Background: an optimization exercise with open tools, aiming at small area and a short achievable clock period. Do not read the settings as production practice.
The RTL was checked by simulation tests, not by an equivalence proof against the original design.

File: flow/run.sh
#!/bin/bash
# synth_recipe.tcl (not shown) runs the flow's synth.tcl, then flattens the netlist and writes it again
# the make line also repeats each setting of config.mk as NAME=value (left out here)
make -C /OpenROAD-flow-scripts/flow DESIGN_CONFIG=/design/flow/config.mk WORK_HOME=/design/flow/orfs CLKGATE_MAP_FILE= SYNTH_SCRIPT=/design/flow/synth_recipe.tcl finish
File: flow/config.mk
export PLATFORM = sky130hd
export DESIGN_NAME = elidon_core
export DESIGN_NICKNAME = elidon_core
export VERILOG_FILES = /design/flow/design.v
export SDC_FILE = /design/flow/constraint.sdc
export NUM_CORES = 4
export LEC_CHECK = 0
export CAP_MARGIN = 20
export CORE_MARGIN = 2
export CORE_UTILIZATION = 40
export SLEW_MARGIN = 20
File: flow/constraint.sdc
create_clock -name core_clock -period 32.0 [get_ports {clock}]
set_input_delay 6.4000 -clock core_clock [delete_from_list [all_inputs] [get_ports {clock}]]
set_output_delay 6.4000 -clock core_clock [all_outputs]
set_load 0.01 [all_outputs]
File: flow/design.v
module FetchStage(
  input         clock,
  input         reset,
  input         io_branch_enable,
  input  [15:0] io_branch_pc,
  output [15:0] io_f2d_pc,
  output [15:0] io_f2d_instruction,
  output [15:0] io_imem_pc,
  input  [15:0] io_imem_instruction
);
  wire [15:0] instructionMemory_io_pc;  
  wire [15:0] instructionMemory_io_instruction;  
  reg [15:0] pcReg;  
  wire [15:0] _pc_T_1 = pcReg + 16'h2;  
  reg [15:0] io_f2d_instruction_REG;  
  assign io_imem_pc = instructionMemory_io_pc;
  assign instructionMemory_io_instruction = io_imem_instruction;
  assign io_f2d_pc = pcReg;  
  assign io_f2d_instruction = io_f2d_instruction_REG;  
  assign instructionMemory_io_pc = io_branch_enable ? io_branch_pc : _pc_T_1;  
  always @(posedge clock) begin
    if (reset) begin  
      pcReg <= 16'hfffe;  
    end else if (io_branch_enable) begin  
      pcReg <= io_branch_pc;
    end else begin
      pcReg <= _pc_T_1;
    end
    io_f2d_instruction_REG <= instructionMemory_io_instruction;  
  end
endmodule
module DecodeStage(
  input         clock,
  input         reset,
  input  [15:0] io_f2d_pc,
  input  [15:0] io_f2d_instruction,
  output [15:0] io_d2e_pc,
  output [15:0] io_d2e_instruction,
  output [15:0] io_d2e_rs1,
  output [15:0] io_d2e_rs2,
  input  [15:0] io_m2w_rd,
  input  [3:0]  io_m2w_rdAdress,
  input         io_m2w_writeBack
);
  reg [15:0] registerFile_0;  
  reg [15:0] registerFile_1;  
  reg [15:0] registerFile_2;  
  reg [15:0] registerFile_3;  
  reg [15:0] registerFile_4;  
  reg [15:0] registerFile_5;  
  reg [15:0] registerFile_6;  
  reg [15:0] registerFile_7;  
  reg [15:0] registerFile_8;  
  reg [15:0] registerFile_9;  
  reg [15:0] registerFile_10;  
  reg [15:0] registerFile_11;  
  reg [15:0] registerFile_12;  
  reg [15:0] registerFile_13;  
  reg [15:0] registerFile_14;  
  reg [15:0] registerFile_15;  
  wire [3:0] opcode = io_f2d_instruction[15:12];  
  reg [15:0] d2eReg_pc;  
  reg [15:0] d2eReg_instruction;  
  reg [15:0] d2eReg_rs1;  
  reg [15:0] d2eReg_rs2;  
  wire [3:0] _d2eReg_rs1_T_3 = opcode[3] ? io_f2d_instruction[7:4] : io_f2d_instruction[11:8];  
  wire [15:0] _GEN_1 = 4'h1 == _d2eReg_rs1_T_3 ? registerFile_1 : registerFile_0;  
  wire [15:0] _GEN_2 = 4'h2 == _d2eReg_rs1_T_3 ? registerFile_2 : _GEN_1;  
  wire [15:0] _GEN_3 = 4'h3 == _d2eReg_rs1_T_3 ? registerFile_3 : _GEN_2;  
  wire [15:0] _GEN_4 = 4'h4 == _d2eReg_rs1_T_3 ? registerFile_4 : _GEN_3;  
  wire [15:0] _GEN_5 = 4'h5 == _d2eReg_rs1_T_3 ? registerFile_5 : _GEN_4;  
  wire [15:0] _GEN_6 = 4'h6 == _d2eReg_rs1_T_3 ? registerFile_6 : _GEN_5;  
  wire [15:0] _GEN_7 = 4'h7 == _d2eReg_rs1_T_3 ? registerFile_7 : _GEN_6;  
  wire [15:0] _GEN_8 = 4'h8 == _d2eReg_rs1_T_3 ? registerFile_8 : _GEN_7;  
  wire [15:0] _GEN_9 = 4'h9 == _d2eReg_rs1_T_3 ? registerFile_9 : _GEN_8;  
  wire [15:0] _GEN_10 = 4'ha == _d2eReg_rs1_T_3 ? registerFile_10 : _GEN_9;  
  wire [15:0] _GEN_11 = 4'hb == _d2eReg_rs1_T_3 ? registerFile_11 : _GEN_10;  
  wire [15:0] _GEN_17 = 4'h1 == io_f2d_instruction[3:0] ? registerFile_1 : registerFile_0;  
  wire [15:0] _GEN_18 = 4'h2 == io_f2d_instruction[3:0] ? registerFile_2 : _GEN_17;  
  wire [15:0] _GEN_19 = 4'h3 == io_f2d_instruction[3:0] ? registerFile_3 : _GEN_18;  
  wire [15:0] _GEN_20 = 4'h4 == io_f2d_instruction[3:0] ? registerFile_4 : _GEN_19;  
  wire [15:0] _GEN_21 = 4'h5 == io_f2d_instruction[3:0] ? registerFile_5 : _GEN_20;  
  wire [15:0] _GEN_22 = 4'h6 == io_f2d_instruction[3:0] ? registerFile_6 : _GEN_21;  
  wire [15:0] _GEN_23 = 4'h7 == io_f2d_instruction[3:0] ? registerFile_7 : _GEN_22;  
  wire [15:0] _GEN_24 = 4'h8 == io_f2d_instruction[3:0] ? registerFile_8 : _GEN_23;  
  wire [15:0] _GEN_25 = 4'h9 == io_f2d_instruction[3:0] ? registerFile_9 : _GEN_24;  
  wire [15:0] _GEN_26 = 4'ha == io_f2d_instruction[3:0] ? registerFile_10 : _GEN_25;  
  wire [15:0] _GEN_27 = 4'hb == io_f2d_instruction[3:0] ? registerFile_11 : _GEN_26;  
  assign io_d2e_pc = d2eReg_pc;  
  assign io_d2e_instruction = d2eReg_instruction;  
  assign io_d2e_rs1 = d2eReg_rs1;  
  assign io_d2e_rs2 = d2eReg_rs2;  
  always @(posedge clock) begin
    if (reset) begin  
      registerFile_0 <= 16'h0;  
    end else if (io_m2w_writeBack) begin  
      if (4'h0 == io_m2w_rdAdress) begin  
        registerFile_0 <= io_m2w_rd;  
      end
    end
    if (reset) begin  
      registerFile_1 <= 16'h0;  
    end else if (io_m2w_writeBack) begin  
      if (4'h1 == io_m2w_rdAdress) begin  
        registerFile_1 <= io_m2w_rd;  
      end
    end
    if (reset) begin  
      registerFile_2 <= 16'h0;  
    end else if (io_m2w_writeBack) begin  
      if (4'h2 == io_m2w_rdAdress) begin  
        registerFile_2 <= io_m2w_rd;  
      end
    end
    if (reset) begin  
      registerFile_3 <= 16'h0;  
    end else if (io_m2w_writeBack) begin  
      if (4'h3 == io_m2w_rdAdress) begin  
        registerFile_3 <= io_m2w_rd;  
      end
    end
    if (reset) begin  
      registerFile_4 <= 16'h0;  
    end else if (io_m2w_writeBack) begin  
      if (4'h4 == io_m2w_rdAdress) begin  
        registerFile_4 <= io_m2w_rd;  
      end
    end
    if (reset) begin  
      registerFile_5 <= 16'h0;  
    end else if (io_m2w_writeBack) begin  
      if (4'h5 == io_m2w_rdAdress) begin  
        registerFile_5 <= io_m2w_rd;  
      end
    end
    if (reset) begin  
      registerFile_6 <= 16'h0;  
    end else if (io_m2w_writeBack) begin  
      if (4'h6 == io_m2w_rdAdress) begin  
        registerFile_6 <= io_m2w_rd;  
      end
    end
    if (reset) begin  
      registerFile_7 <= 16'h0;  
    end else if (io_m2w_writeBack) begin  
      if (4'h7 == io_m2w_rdAdress) begin  
        registerFile_7 <= io_m2w_rd;  
      end
    end
    if (reset) begin  
      registerFile_8 <= 16'h0;  
    end else if (io_m2w_writeBack) begin  
      if (4'h8 == io_m2w_rdAdress) begin  
        registerFile_8 <= io_m2w_rd;  
      end
    end
    if (reset) begin  
      registerFile_9 <= 16'h0;  
    end else if (io_m2w_writeBack) begin  
      if (4'h9 == io_m2w_rdAdress) begin  
        registerFile_9 <= io_m2w_rd;  
      end
    end
    if (reset) begin  
      registerFile_10 <= 16'h0;  
    end else if (io_m2w_writeBack) begin  
      if (4'ha == io_m2w_rdAdress) begin  
        registerFile_10 <= io_m2w_rd;  
      end
    end
    if (reset) begin  
      registerFile_11 <= 16'h0;  
    end else if (io_m2w_writeBack) begin  
      if (4'hb == io_m2w_rdAdress) begin  
        registerFile_11 <= io_m2w_rd;  
      end
    end
    if (reset) begin  
      registerFile_12 <= 16'h0;  
    end else if (io_m2w_writeBack) begin  
      if (4'hc == io_m2w_rdAdress) begin  
        registerFile_12 <= io_m2w_rd;  
      end
    end
    if (reset) begin  
      registerFile_13 <= 16'h0;  
    end else if (io_m2w_writeBack) begin  
      if (4'hd == io_m2w_rdAdress) begin  
        registerFile_13 <= io_m2w_rd;  
      end
    end
    if (reset) begin  
      registerFile_14 <= 16'h0;  
    end else if (io_m2w_writeBack) begin  
      if (4'he == io_m2w_rdAdress) begin  
        registerFile_14 <= io_m2w_rd;  
      end
    end
    if (reset) begin  
      registerFile_15 <= 16'h0;  
    end else if (io_m2w_writeBack) begin  
      if (4'hf == io_m2w_rdAdress) begin  
        registerFile_15 <= io_m2w_rd;  
      end
    end
    d2eReg_pc <= io_f2d_pc;  
    d2eReg_instruction <= io_f2d_instruction;  
    if (4'hf == _d2eReg_rs1_T_3) begin  
      d2eReg_rs1 <= registerFile_15;  
    end else if (4'he == _d2eReg_rs1_T_3) begin  
      d2eReg_rs1 <= registerFile_14;  
    end else if (4'hd == _d2eReg_rs1_T_3) begin  
      d2eReg_rs1 <= registerFile_13;  
    end else if (4'hc == _d2eReg_rs1_T_3) begin  
      d2eReg_rs1 <= registerFile_12;  
    end else begin
      d2eReg_rs1 <= _GEN_11;
    end
    if (4'hf == io_f2d_instruction[3:0]) begin  
      d2eReg_rs2 <= registerFile_15;  
    end else if (4'he == io_f2d_instruction[3:0]) begin  
      d2eReg_rs2 <= registerFile_14;  
    end else if (4'hd == io_f2d_instruction[3:0]) begin  
      d2eReg_rs2 <= registerFile_13;  
    end else if (4'hc == io_f2d_instruction[3:0]) begin  
      d2eReg_rs2 <= registerFile_12;  
    end else begin
      d2eReg_rs2 <= _GEN_27;
    end
  end
endmodule
module ExecuteStage(
  input         clock,
  input         reset,
  output        io_branch_enable,
  output [15:0] io_branch_pc,
  input  [15:0] io_d2e_pc,
  input  [15:0] io_d2e_instruction,
  input  [15:0] io_d2e_rs1,
  input  [15:0] io_d2e_rs2,
  output [15:0] io_e2m_resultOrAdress,
  output [15:0] io_e2m_rdAdressOrStoreValue,
  output        io_e2m_writeBack,
  output        io_e2m_store,
  output        io_e2m_load
);
  reg [15:0] e2mReg_resultOrAdress;  
  reg [15:0] e2mReg_rdAdressOrStoreValue;  
  reg  e2mReg_writeBack;  
  reg  e2mReg_store;  
  reg  e2mReg_load;  
  wire [3:0] opcode = io_d2e_instruction[15:12];  
  wire [15:0] _GEN_0 = 4'hf == opcode ? io_d2e_pc : 16'h0;  
  wire [15:0] _GEN_2 = 4'hc == opcode ? io_d2e_pc : _GEN_0;  
  wire [15:0] _GEN_4 = 4'he == opcode ? io_d2e_pc : _GEN_2;  
  wire [15:0] _GEN_7 = 4'hb == opcode ? 16'h0 : _GEN_4;  
  wire [15:0] _GEN_10 = 4'ha == opcode ? 16'h0 : _GEN_7;  
  wire [15:0] _GEN_12 = 4'h8 == opcode | 4'h9 == opcode ? io_d2e_rs1 : _GEN_10;  
  wire [15:0] _GEN_16 = 4'h7 == opcode ? 16'h0 : _GEN_12;  
  wire [15:0] _GEN_19 = 4'h6 == opcode ? 16'h0 : _GEN_16;  
  wire [15:0] _GEN_22 = 4'h5 == opcode ? 16'h0 : _GEN_19;  
  wire [15:0] _GEN_25 = 4'h4 == opcode ? 16'h0 : _GEN_22;  
  wire [15:0] _GEN_27 = 4'h3 == opcode ? io_d2e_rs1 : _GEN_25;  
  wire [15:0] _GEN_30 = 4'h2 == opcode ? io_d2e_rs1 : _GEN_27;  
  wire [15:0] _GEN_34 = 4'h1 == opcode ? 16'h0 : _GEN_30;  
  wire [15:0] toAdd1 = 4'h0 == opcode ? 16'h0 : _GEN_34;  
  wire [15:0] _toAdd2_T = io_d2e_rs2;  
  wire [15:0] _toAdd2_T_4 = 16'sh0 - $signed(io_d2e_rs2);  
  wire [7:0] _toAdd2Temp_T_1 = io_d2e_instruction[7:0];  
  wire [15:0] _toAdd2_T_6 = {{8{_toAdd2Temp_T_1[7]}},_toAdd2Temp_T_1};  
  wire [11:0] _toAdd2Temp_T_3 = io_d2e_instruction[11:0];  
  wire [15:0] _toAdd2_T_7 = {{4{_toAdd2Temp_T_3[11]}},_toAdd2Temp_T_3};  
  wire [15:0] _GEN_1 = 4'hf == opcode ? _toAdd2_T_7 : 16'h0;  
  wire [15:0] _GEN_3 = 4'hc == opcode ? _toAdd2_T_6 : _GEN_1;  
  wire [15:0] _GEN_5 = 4'he == opcode ? 16'h2 : _GEN_3;  
  wire [15:0] _GEN_8 = 4'hb == opcode ? 16'h0 : _GEN_5;  
  wire [15:0] _GEN_11 = 4'ha == opcode ? 16'h0 : _GEN_8;  
  wire [15:0] _GEN_13 = 4'h8 == opcode | 4'h9 == opcode ? {{12'd0}, io_d2e_instruction[3:0]} : _GEN_11;  
  wire [15:0] _GEN_17 = 4'h7 == opcode ? 16'h0 : _GEN_13;  
  wire [15:0] _GEN_20 = 4'h6 == opcode ? 16'h0 : _GEN_17;  
  wire [15:0] _GEN_23 = 4'h5 == opcode ? 16'h0 : _GEN_20;  
  wire [15:0] _GEN_26 = 4'h4 == opcode ? 16'h0 : _GEN_23;  
  wire [15:0] _GEN_28 = 4'h3 == opcode ? _toAdd2_T_4 : _GEN_26;  
  wire [15:0] _GEN_31 = 4'h2 == opcode ? io_d2e_rs2 : _GEN_28;  
  wire [15:0] _GEN_35 = 4'h1 == opcode ? 16'h0 : _GEN_31;  
  wire [15:0] toAdd2 = 4'h0 == opcode ? 16'h0 : _GEN_35;  
  wire [15:0] added = toAdd1 + toAdd2;  
  wire  _io_branch_enable_T = opcode == 4'hd;  
  wire  _io_branch_enable_T_1 = opcode == 4'he;  
  wire  _io_branch_enable_T_2 = opcode == 4'hd | _io_branch_enable_T_1;  
  wire  _io_branch_enable_T_3 = opcode == 4'hf;  
  wire  _io_branch_enable_T_4 = _io_branch_enable_T_2 | _io_branch_enable_T_3;  
  wire  _io_branch_enable_T_5 = opcode == 4'hc;  
  wire  _io_branch_enable_T_6 = io_d2e_rs1 == 16'h0;  
  wire  _io_branch_enable_T_7 = opcode == 4'hc & _io_branch_enable_T_6;  
  wire  _e2mReg_rdAdressOrStoreValue_T = opcode == 4'h9;  
  wire [15:0] _e2mReg_resultOrAdress_T = io_d2e_rs1 & io_d2e_rs2;  
  wire [15:0] _e2mReg_resultOrAdress_T_1 = io_d2e_rs1 | io_d2e_rs2;  
  wire [15:0] _e2mReg_resultOrAdress_T_2 = ~_e2mReg_resultOrAdress_T_1;  
  wire [15:0] _e2mReg_resultOrAdress_T_5 = 16'h0 - io_d2e_rs2;  
  wire [15:0] _e2mReg_resultOrAdress_T_6 = io_d2e_rs1 >> _e2mReg_resultOrAdress_T_5;  
  wire [15:0] _GEN_37 = io_d2e_rs1;  
  wire [15:0] _e2mReg_resultOrAdress_T_7 = _GEN_37 << io_d2e_rs2;  
  wire [15:0] _e2mReg_resultOrAdress_T_8 = io_d2e_rs2[15] ? _e2mReg_resultOrAdress_T_6 :
    _e2mReg_resultOrAdress_T_7;  
  wire [15:0] _e2mReg_resultOrAdress_T_9 = io_d2e_rs1;  
  wire [16:0] _e2mReg_resultOrAdress_T_14 = $signed(io_d2e_rs1) / $signed(io_d2e_rs2);  
  wire [16:0] _e2mReg_resultOrAdress_T_15 = io_d2e_rs2 == 16'h0 ? 17'h0 : _e2mReg_resultOrAdress_T_14;
  wire [31:0] _e2mReg_resultOrAdress_T_19 = $signed(io_d2e_rs1) * $signed(io_d2e_rs2);  
  wire [15:0] _e2mReg_resultOrAdress_T_22 = {io_d2e_instruction[7:0],io_d2e_rs1[7:0]};  
  wire [15:0] _e2mReg_resultOrAdress_T_25 = {io_d2e_rs1[15:8],io_d2e_instruction[7:0]};  
  wire [15:0] _GEN_6 = 4'hb == opcode ? _e2mReg_resultOrAdress_T_25 : added;  
  wire [15:0] _GEN_9 = 4'ha == opcode ? _e2mReg_resultOrAdress_T_22 : _GEN_6;  
  wire [15:0] _GEN_14 = 4'h8 == opcode | 4'h9 == opcode ? added : _GEN_9;  
  wire [31:0] _GEN_15 = 4'h7 == opcode ? _e2mReg_resultOrAdress_T_19 : {{16'd0}, _GEN_14};  
  wire [31:0] _GEN_18 = 4'h6 == opcode ? {{15'd0}, _e2mReg_resultOrAdress_T_15} : _GEN_15;  
  wire [31:0] _GEN_21 = 4'h5 == opcode ? {{31'd0}, $signed(_e2mReg_resultOrAdress_T_9) < $signed(_toAdd2_T)} : _GEN_18;  
  wire [31:0] _GEN_24 = 4'h4 == opcode ? {{16'd0}, _e2mReg_resultOrAdress_T_8} : _GEN_21;  
  wire [31:0] _GEN_29 = 4'h3 == opcode ? {{16'd0}, added} : _GEN_24;  
  wire [31:0] _GEN_32 = 4'h2 == opcode ? {{16'd0}, added} : _GEN_29;  
  wire [31:0] _GEN_33 = 4'h1 == opcode ? {{16'd0}, _e2mReg_resultOrAdress_T_2} : _GEN_32;  
  wire [31:0] _GEN_36 = 4'h0 == opcode ? {{16'd0}, _e2mReg_resultOrAdress_T} : _GEN_33;  
  wire [31:0] _GEN_39 = reset ? 32'h0 : _GEN_36;  
  assign io_branch_enable = _io_branch_enable_T_4 | _io_branch_enable_T_7;  
  assign io_branch_pc = _io_branch_enable_T_1 | _io_branch_enable_T ? io_d2e_rs1 : added;  
  assign io_e2m_resultOrAdress = e2mReg_resultOrAdress;  
  assign io_e2m_rdAdressOrStoreValue = e2mReg_rdAdressOrStoreValue;  
  assign io_e2m_writeBack = e2mReg_writeBack;  
  assign io_e2m_store = e2mReg_store;  
  assign io_e2m_load = e2mReg_load;  
  always @(posedge clock) begin
    e2mReg_resultOrAdress <= _GEN_39[15:0];  
    if (reset) begin  
      e2mReg_rdAdressOrStoreValue <= 16'h0;  
    end else if (opcode == 4'h9) begin  
      e2mReg_rdAdressOrStoreValue <= io_d2e_rs1;
    end else begin
      e2mReg_rdAdressOrStoreValue <= {{12'd0}, io_d2e_instruction[11:8]};
    end
    if (reset) begin  
      e2mReg_writeBack <= 1'h0;  
    end else begin
      e2mReg_writeBack <= ~(_e2mReg_rdAdressOrStoreValue_T | _io_branch_enable_T_3 | _io_branch_enable_T |
        _io_branch_enable_T_5);  
    end
    if (reset) begin  
      e2mReg_store <= 1'h0;  
    end else begin
      e2mReg_store <= _e2mReg_rdAdressOrStoreValue_T;  
    end
    if (reset) begin  
      e2mReg_load <= 1'h0;  
    end else begin
      e2mReg_load <= opcode == 4'h8;  
    end
  end
endmodule
module MemoryStage(
  input         clock,
  output [15:0] io_data_adress,
  output        io_data_read,
  input  [15:0] io_data_readValue,
  output        io_data_write,
  output [15:0] io_data_writeValue,
  input  [15:0] io_e2m_resultOrAdress,
  input  [15:0] io_e2m_rdAdressOrStoreValue,
  input         io_e2m_writeBack,
  input         io_e2m_store,
  input         io_e2m_load,
  output [15:0] io_m2w_rd,
  output [3:0]  io_m2w_rdAdress,
  output        io_m2w_writeBack
);
  reg [15:0] writeValueReg;  
  assign io_data_adress = io_e2m_resultOrAdress;  
  assign io_data_read = io_e2m_load;  
  assign io_data_write = io_e2m_store;  
  assign io_data_writeValue = io_e2m_rdAdressOrStoreValue;  
  assign io_m2w_rd = io_e2m_load ? io_data_readValue : writeValueReg;  
  assign io_m2w_rdAdress = io_e2m_rdAdressOrStoreValue[3:0];  
  assign io_m2w_writeBack = io_e2m_load | io_e2m_writeBack;  
  always @(posedge clock) begin
    writeValueReg <= io_e2m_rdAdressOrStoreValue;  
  end
endmodule
module elidon_core(
  input         clock,
  input         reset,
  output [15:0] imem_addr,
  input  [15:0] imem_rdata,
  output [15:0] dmem_addr,
  output        dmem_read,
  output        dmem_write,
  output [15:0] dmem_wdata,
  input  [15:0] dmem_rdata
);
  wire        branch_enable;
  wire [15:0] branch_pc;
  wire [15:0] f2d_pc;
  wire [15:0] f2d_instruction;
  wire [15:0] d2e_pc;
  wire [15:0] d2e_instruction;
  wire [15:0] d2e_rs1;
  wire [15:0] d2e_rs2;
  wire [15:0] e2m_resultOrAdress;
  wire [15:0] e2m_rdAdressOrStoreValue;
  wire        e2m_writeBack;
  wire        e2m_store;
  wire        e2m_load;
  wire [15:0] m2w_rd;
  wire [3:0]  m2w_rdAdress;
  wire        m2w_writeBack;
  FetchStage fetchStage (
    .clock(clock),
    .reset(reset),
    .io_branch_enable(branch_enable),
    .io_branch_pc(branch_pc),
    .io_f2d_pc(f2d_pc),
    .io_f2d_instruction(f2d_instruction),
    .io_imem_pc(imem_addr),
    .io_imem_instruction(imem_rdata)
  );
  DecodeStage decodeStage (
    .clock(clock),
    .reset(reset),
    .io_f2d_pc(f2d_pc),
    .io_f2d_instruction(f2d_instruction),
    .io_d2e_pc(d2e_pc),
    .io_d2e_instruction(d2e_instruction),
    .io_d2e_rs1(d2e_rs1),
    .io_d2e_rs2(d2e_rs2),
    .io_m2w_rd(m2w_rd),
    .io_m2w_rdAdress(m2w_rdAdress),
    .io_m2w_writeBack(m2w_writeBack)
  );
  ExecuteStage executeStage (
    .clock(clock),
    .reset(reset),
    .io_branch_enable(branch_enable),
    .io_branch_pc(branch_pc),
    .io_d2e_pc(d2e_pc),
    .io_d2e_instruction(d2e_instruction),
    .io_d2e_rs1(d2e_rs1),
    .io_d2e_rs2(d2e_rs2),
    .io_e2m_resultOrAdress(e2m_resultOrAdress),
    .io_e2m_rdAdressOrStoreValue(e2m_rdAdressOrStoreValue),
    .io_e2m_writeBack(e2m_writeBack),
    .io_e2m_store(e2m_store),
    .io_e2m_load(e2m_load)
  );
  MemoryStage memoryStage (
    .clock(clock),
    .io_data_adress(dmem_addr),
    .io_data_read(dmem_read),
    .io_data_readValue(dmem_rdata),
    .io_data_write(dmem_write),
    .io_data_writeValue(dmem_wdata),
    .io_e2m_resultOrAdress(e2m_resultOrAdress),
    .io_e2m_rdAdressOrStoreValue(e2m_rdAdressOrStoreValue),
    .io_e2m_writeBack(e2m_writeBack),
    .io_e2m_store(e2m_store),
    .io_e2m_load(e2m_load),
    .io_m2w_rd(m2w_rd),
    .io_m2w_rdAdress(m2w_rdAdress),
    .io_m2w_writeBack(m2w_writeBack)
  );
endmodule
==> results.txt <==
DPL Wire Length 103 mm; Die Area 89700 um^2; Hold Crit Start fetchStage.io_f2d_instruction_REG[12]$_DFF_P_; Post-synth EDFFs 0; Top Ports 84; Max Root-Sink Buffers 3; fin crit period 30.56 ns; die width 300 um; flops & latches, synth 403; H-Tree Depth 2; Via density 6.13; design area 39800 um^2; Setup crit start decodeStage.d2eReg_rs2[0]$_DFF_P_; hold slack 0.330 ns; I/O Buffers 83; Avg WL per Cell 24.7 um; row count 108; clock-pin slew on the worst setup and hold paths 0.08 ns; Worst path max stage delay 0.47 ns; layout cells sized above 1 0.116; Clock Latency Late Sink 0.61 ns; core area 86600 um^2; global-route wire length before repair 211 mm; Final Util 0.460; Syn Std Cell Area 34900 um^2; CTS root buffer clkbuf_16; Critical Path RT 32.46 ns; drt first pass iters 8; Setup WS post-layout 1.44 ns; Die Span Y 300 um; worst slew pin tran 1.07 ns; Vias 35371; Layout area overhead 13.9%; CTS tree yes; Starting Density 0.403; critical path type reg2reg; Yosys cell types 98; Synth warnings 4; critical path peak fanout 23; Worst Hold Class reg2reg; CP startpoint kind register; Num Clock Sinks 403; asr flop ratio synth 0; Detailed Route Iter0 Violations 3418; DP Area 37700 um^2; critical path arrival 31.03 ns; CP most frequent cell ha_1; initial antenna violation count 2; status no timing/DRC/antenna violations; Routed WL 142 mm; Post-route DRC 0; Overflow after GRT 0; sequential share of the synthesized area 0.231; CP Capture Type register; FF+latch area 8070 um^2; Worst path slowest cell a311o_2; Post-Place Worst Slack -0.984 ns; clk_skew 0.0337 ns; Fin. Hold Viols 0; Setup-failing EPs final 0; RD Place Congestion 1.02; largest net degree at the start of global routing 121; Main synth FF type dfxtp_1; Rel. slew slack 0.283; Total Routing Usage GR 0.306; # diodes 0; syn_nets 4947; RR Startpoint decodeStage.d2eReg_rs2[0]$_DFF_P_; Final #Nets 4980; # fillers 8692; fmax 32.7 MHz; fin crit share 0.955; multi-input logic area 25500 um^2; vias in the first global route 33398; max-slew violation count 0; Post-Syn Instances 4551; Final ANT Viol Nets 0; Syn Area/Cell 7.68 um^2; number of max-cap violations 0; Num CTS Buffers 45
-- cells in the mapped netlist, types with 28 or more instances --
cell        n  area share
nor2_1    657       0.071
dfxtp_1   403        0.23
nand2_1   401       0.043
a211oi_1  319       0.069
ha_1      282        0.10
clkbuf_1  280       0.030
a21oi_1   274       0.039
o21ai_0   208       0.030
inv_1     204       0.022
xnor2_1   135       0.034
mux2i_1   120       0.034
o22ai_1    95       0.017
nor3_1     89       0.013
nand3_1    83       0.012
fa_1       80       0.046
o211ai_1   62       0.013
a31oi_1    47      0.0084
o21a_1     47       0.010
or2_2      47      0.0084
xor2_1     47       0.012
a22oi_1    40      0.0086
a21o_1     39      0.0084
nand2b_1   34      0.0061
nand4_1    31      0.0056
or3_1      31      0.0056
mux2_2     30      0.0097
nor4_1     28      0.0050
-- routing by layer --
layer / global-route usage / part of all wire
met1: 0.397 / 0.41
met3: 0.0470 / 0.077
met5: 0 / 0
met4: 0.147 / 0.056
met2: 0.497 / 0.46
-- kinds of logic (layout without fill, tap and decap cells) --
logic type | Yosys count | after routing | synth area share
xor gates and xnor gates | 184 | 184 | 0.0466
AOI/OAI and AO/OA | 1392 | 1393 | 0.270
buffers and inverters | 535 | 598 | 0.0585
other | 2 | 2 | 0.000215
muxes | 166 | 166 | 0.0541
DFF | 403 | 403 | 0.231
adders and majority gates | 362 | 362 | 0.147
and+or+nand+nor | 1507 | 1507 | 0.193
-- metrics by stage --
step | setup TNS [ns] | std cells
after global placement | -1.43 | 5663
after CTS | 0 | 5741
after global routing | -2.80 | 5770
final | 0 | 5770
after floorplan | 0 | 4551
after detailed placement | -6.91 | 5663
-- final timing paths --
| path | end | slack, ns | cells after the start |
|---|---|---|---|
| worst max register to register | executeStage.e2mReg_resultOrAdress[9]$_SDFF_PP0_ | 1.44 | 141 |
| worst max-delay path | executeStage.e2mReg_resultOrAdress[9]$_SDFF_PP0_ | 1.44 | 141 |
| worst min register to register | decodeStage.d2eReg_instruction[12]$_DFF_P_ | 0.33 | 0 |
| worst min-delay path | decodeStage.d2eReg_instruction[12]$_DFF_P_ | 0.33 | 0 |
-- final cells by class --
| type | count | share of cell area |
|---|---|---|
| Sequential cell | 403 | 0.203 |
| Multi-Input combinational cell | 3614 | 0.641 |
| Tap cell | 1155 | 0.0363 |
| Clock buffer | 66 | 0.0328 |
| Inverter | 215 | 0.0204 |
| Clock inverter | 12 | 0.00343 |
| Timing Repair Buffer | 305 | 0.0635 |
-- cell usage in the layout (no fill, tap or decap), types with 23 or more instances in the layout --
cell type,instances
o22ai_1,94
o211ai_1,62
buf_4,218
xor2_1,46
ha_1,282
a31oi_1,43
nand2b_1,34
or2_2,47
fa_1,80
or3_1,31
nand4_1,31
nor2_1,639
xnor2_1,130
nand2_1,398
inv_1,203
mux2_2,30
nor2b_1,26
a211oi_1,312
clkbuf_16,45
nor4_1,24
mux2i_1,107
a21o_1,39
nor3_1,79
o21ai_0,191
clkdlybuf4s50_1,82
dfxtp_1,401
a22oi_1,40
o21a_1,44
a21oi_1,261
nand3_1,81
a211o_1,23
-- critical path: cells and delay by family (launching register included) --
kind	cells	cell delay, ns
XOR/XNOR	2	0.59
adder cells (fa/ha/maj)	16	5.05
buffers and inverters	14	2.25
multiplexers	6	1.79
AO/OA/AOI/OAI	69	14.52
flip-flops	1	0.36
AND/OR/NAND/NOR	34	5.87
-- timing repair --
item                       CTS  global route
pin swaps                    0            25
setup endpoints to repair   15            16
cloned                       0             1
buffers inserted             0            28
gates resized for setup     14            89
hold buffers                 0             0

## static timing again, ports no longer ideal
How much do the figures lean on ideal ports? The routed layout below was timed once more, with nothing changed but the port constraints.
Step 1 assumes that a clkbuf_16 drives the clock port and a buf_2 every other input.
Step 2 moves the port delays by t, midway between the first and last clock arrival at a register: inputs arrive t later, outputs are due t later. That takes back most of the time a late clock gives input paths.
Slacks: no drivers / after step 1 / after step 2; pairs: no drivers / after step 1.
t, ns: 0.659
slack for setup (ns): 1.437 / 1.437 / 1.437
hold WS [ns]: 0.330 / 0.330 / 0.330
worst data-port slew with drivers (ns): 0.06
After both steps this run still meets setup and hold. For this run, drivers alone change the setup slack by 0.000 ns; drivers and shift together by 0.000 ns.
